What follows belongs to an exercise in optimizing a design on an open flow for small area and few clock cycles; a production flow would make more cautious choices.
Where RTL was checked, it was by simulation tests only, not by an equivalence proof against the original.
No activity file was given, so power comes from the tool's default toggle rates.

// c6502
module c6502
(
    input               clock,
    input               ce,
    input               reset_n,
    output reg  [15:0]  address,
    input       [ 7:0]  in,
    output      [ 7:0]  out,
    output              we
);
For scale: ~760 cells after synthesis, ~5400 sq um of cells after synthesis.
export LEC_CHECK = 0
export ABC_AREA = 1
export CAP_MARGIN = 20
export CORE_MARGIN = 2
export CORE_UTILIZATION = 60
export GPL_TIMING_DRIVEN = 0
export SLEW_MARGIN = 20
create_clock -name core_clock -period 10.0 [get_ports {clock}]
standard.sh (not shown) runs the stock make flow with config.mk's settings and CLKGATE_MAP_FILE= SYNTH_SCRIPT=/design/flow/synth_recipe.tcl, a recipe that flattens the netlist after the stock synthesis.
==> flow/flow/run.sh <==
#!/bin/bash
# Standard layout, except that:
# - the combinational part of the standard synthesis netlist is mapped again
#   for area, in two passes, keeping the smaller (flip-flops untouched: same names, cells and connections);
# - the port buffers use the smallest buffer cell;
# - clock tree synthesis uses clkbuf_8 and inserts no dummy loads.
set -euo pipefail
RES=orfs/results/sky130hd/c6502/base
VARS=("BUFFER_PORTS_ARGS=-buffer_cell sky130_fd_sc_hd__buf_1"
      "CTS_ARGS=-sink_clustering_enable -repair_clock_nets -dont_use_dummy_load -buf_list sky130_fd_sc_hd__clkbuf_8")
bash standard.sh synth > synth.log 2>&1
cp $RES/1_2_yosys.v $RES/1_2_yosys_standard.v
bash flow/remap.sh $RES/1_2_yosys_standard.v $RES/1_2_yosys_pass1.v "$PWD/flow/area.abc" remap1.log
bash flow/remap.sh $RES/1_2_yosys_pass1.v $RES/1_2_yosys_pass2.v "$PWD/flow/area.abc" remap2.log
# keep the smaller of the two passes
a1=$(grep "Chip area" remap1.log | tail -1 | awk '{print $NF}')
a2=$(grep "Chip area" remap2.log | tail -1 | awk '{print $NF}')
if awk -v a="$a1" -v b="$a2" 'BEGIN { exit !(b < a) }'; then
  cp $RES/1_2_yosys_pass2.v $RES/1_2_yosys.v
else
  cp $RES/1_2_yosys_pass1.v $RES/1_2_yosys.v
fi
rm -f $RES/1_synth.odb $RES/1_synth.sdc
bash standard.sh "${VARS[@]}" finish > layout.log 2>&1
Other scripts of this flow, unchanged in this note and not shown: flow/flow/area.abc, flow/flow/dont_use.txt, flow/flow/remap.sh
Testbench counts at the start, summed over its fixed seeds: cycles 85,565.
Next try:
--- a/flow/design.v
+++ b/flow/design.v
@@ -134,38 +134,37 @@
 wire i_pul  = {in[7], in[5:0]} == 7'b0_101000;
 wire i_rts  = in == 8'h60;
 reg sLA, sLX, sLY, sLS, sLP, sLPL, sLPH, sLFF;
 reg sren, srinv, mp, cen, gsel, shl, shr;
 reg [1:0] csel;
 reg [3:0] nst;
 reg wA, wX, wY, wSr, sinc, sdec, wnz, wC, wV, bitop, plp, wm;
 reg fC, fI, fD, fV;
 reg pcinc, skip, wABL, ablinc, ablh, ablir, wABH, zpf, wIR;
 reg [1:0] alo, ahi;  
 reg ex;          
-wire hz = (st == F) & d_impl & (e_nz | e_wC | e_fC | e_fV);
 reg taken;
 always @* begin
     {sLA, sLX, sLY, sLS, sLP, sLPL, sLPH, sLFF} = 8'b0;
     sren = 1; srinv = 0; csel = C0; mp = 1; cen = 1; gsel = 0; shl = 0; shr = 0;
     nst = F; ex = 0;
     sinc = 0; sdec = 0; plp = 0; wm = 0; wA = 0; wnz = 0;
     pcinc = 0; skip = 0; wABL = 0; ablinc = 0; ablh = 0; ablir = 0; wABH = 0;
     zpf = 0; alo = 2'd0; ahi = 2'd0; wIR = 0;
     case (st)
     F, FA, FB: begin
         alo = {1'b0, st != F};
         ahi = {1'b0, st == FA};
         pcinc = 1; wIR = 1;
         ex = (st == F) & d_impl;
-        skip = i_bra & ~taken & ~hz;
+        skip = i_bra & ~taken;
         sdec = i_psh & ~xS;
         nst = i_impl | skip ? F :
               i_bra ? BR : i_psh ? PSH : i_pul ? PUL : i_rts ? RL : OP1;
     end
     OP1: begin
         pcinc = 1;
         if (d_imm) ex = 1;
         else begin
             sLX = useX; sLY = useY; wABL = 1; sdec = m_jsr;
             nst = m_jsr ? PSH : m_ind ? IP1 : m_zp ? DAT : OP2;
         end
@@ -183,27 +182,24 @@
     IP2: begin
         alo = 2'd1; ahi = 2'd1; zpf = 1;
         csel = CT_; wABH = 1;
         wABL = 1; ablh = 1;
         nst = DAT;
     end
     DAT: begin
         alo = 2'd1; ahi = 2'd1; zpf = m_zp;
         ex = 1;
     end
     BR: begin
-        sLPL = 1; csel = C1;
-        if (btaken) begin
-            wABL = 1;
-            nst = (CTn ^ in[7]) ? HI : FB;
-        end else pcinc = 1;
+        sLPL = 1; csel = C1; wABL = 1;
+        nst = (CTn ^ in[7]) ? HI : FB;
     end
     HI: begin
         alo = 2'd2; ahi = 2'd2;
         sLPH = IR[4]; sren = ~IR[4]; srinv = IR[4] & ~CT; csel = CT_; wABH = 1;
         sinc = ~IR[4];
         nst = FA;
     end
     PSH: begin
         alo = 2'd2; ahi = 2'd2; sren = 0; wm = 1; sdec = IR[5];
         sLPH = IR[5]; sLA = ~IR[5] & IR[6]; sLP = ~IR[5] & ~IR[6];
         nst = IR[5] ? JS2 : F;
@@ -302,33 +298,26 @@
 wire [7:0] core = ((p & {8{ump}}) ^ (c[7:0] & {8{ucen}})) | (g & {8{ugsel}});
 wire [7:0] res = ({8{ushl}} & {p[6:0], sin}) | ({8{ushr}} & {sin, p[7:1]}) | ({8{~ushl & ~ushr}} & core);
 wire zres = res == 8'h00;
 assign out = res;
 wire Nn = plp ? res[7] : xbit ? in[7] : xnz ? res[7] : N;
 wire Zn = plp ? res[1] : (xbit | xnz) ? zres : Z;
 wire Cn = plp ? res[0] : xC ? (ushl ? p[7] : ushr ? p[0] : c[8]) : xfC ? IR[5] : C;
 wire Vn = plp ? res[6] : xbit ? in[6] : xV ? c[8] ^ c[7] : ~xfV & V;
 wire Dn = plp ? res[3] : xfD ? IR[5] : D;
 wire In = plp ? res[2] : xfI ? IR[5] : I;
 always @* case (in[7:6])
-    2'b00:   taken = N == in[5];
-    2'b01:   taken = V == in[5];
-    2'b10:   taken = C == in[5];
-    default: taken = Z == in[5];
-endcase
-reg btaken;
-always @* case (IR[7:6])
-    2'b00:   btaken = N == IR[5];
-    2'b01:   btaken = V == IR[5];
-    2'b10:   btaken = C == IR[5];
-    default: btaken = Z == IR[5];
+    2'b00:   taken = Nn == in[5];
+    2'b01:   taken = Vn == in[5];
+    2'b10:   taken = Cn == in[5];
+    default: taken = Zn == in[5];
 endcase
 wire [7:0] sb = S;
 wire [8:0] sbw;
 assign sbw[0] = sdec;
 generate for (gi = 0; gi < 8; gi = gi + 1) begin : sbg
     assign sbw[gi+1] = sbw[gi] & ~sb[gi];
 end endgenerate
 wire [7:0] sn = sb ^ sbw[7:0];
 always @(posedge clock)
 if (!reset_n) begin
     st  <= F;
Outcome: The new run went through all stages and came out clean. Count of clock-buffer cells in the layout stays the same. Setup slack gains 160 ps. Synthesized cell count hardly moves. Via count barely changes. Hold slack got worse by 4.2 ps. Wire length is about the same. Cell area grows slightly. First-iteration DRC count increases by a little under a tenth. Die area went down slightly. Sequential share of layout area came out lower by 0.44 points. Critical path depth climbs by 29. Total power is lower by roughly a tenth.
No functional check of the RTL was part of the second run of this note.

==> separate check: timing with driven ports <==
The flow's constraints put no driver on any port. The routed layouts listed below were extracted and timed again, unchanged, in two steps.
Step 1, drivers: a clkbuf_16 drives clock and a buf_2 each remaining input, both assumed.
Step 2 adds t to the input delays and takes it off the output delays; t is the mean of the earliest and latest rising clock arrival at the registers after step 1. Input paths then give back, and output paths get back, about the clock's delay inside the block.
Slacks: no drivers / after step 1 / after step 2; pairs: no drivers / after step 1.
run | shift t [ns] | setup WS [ns] | worst setup path at the end | latest minus earliest clock arrival (ns)
the first run | 0.391 | 0.493 / 0.458 / 0.850 | register to output | 0.035 / 0.035
the second run | 0.391 | 0.649 / 0.649 / 0.649 | register to register | 0.028 / 0.028
After both steps setup and hold are still met in every run listed.
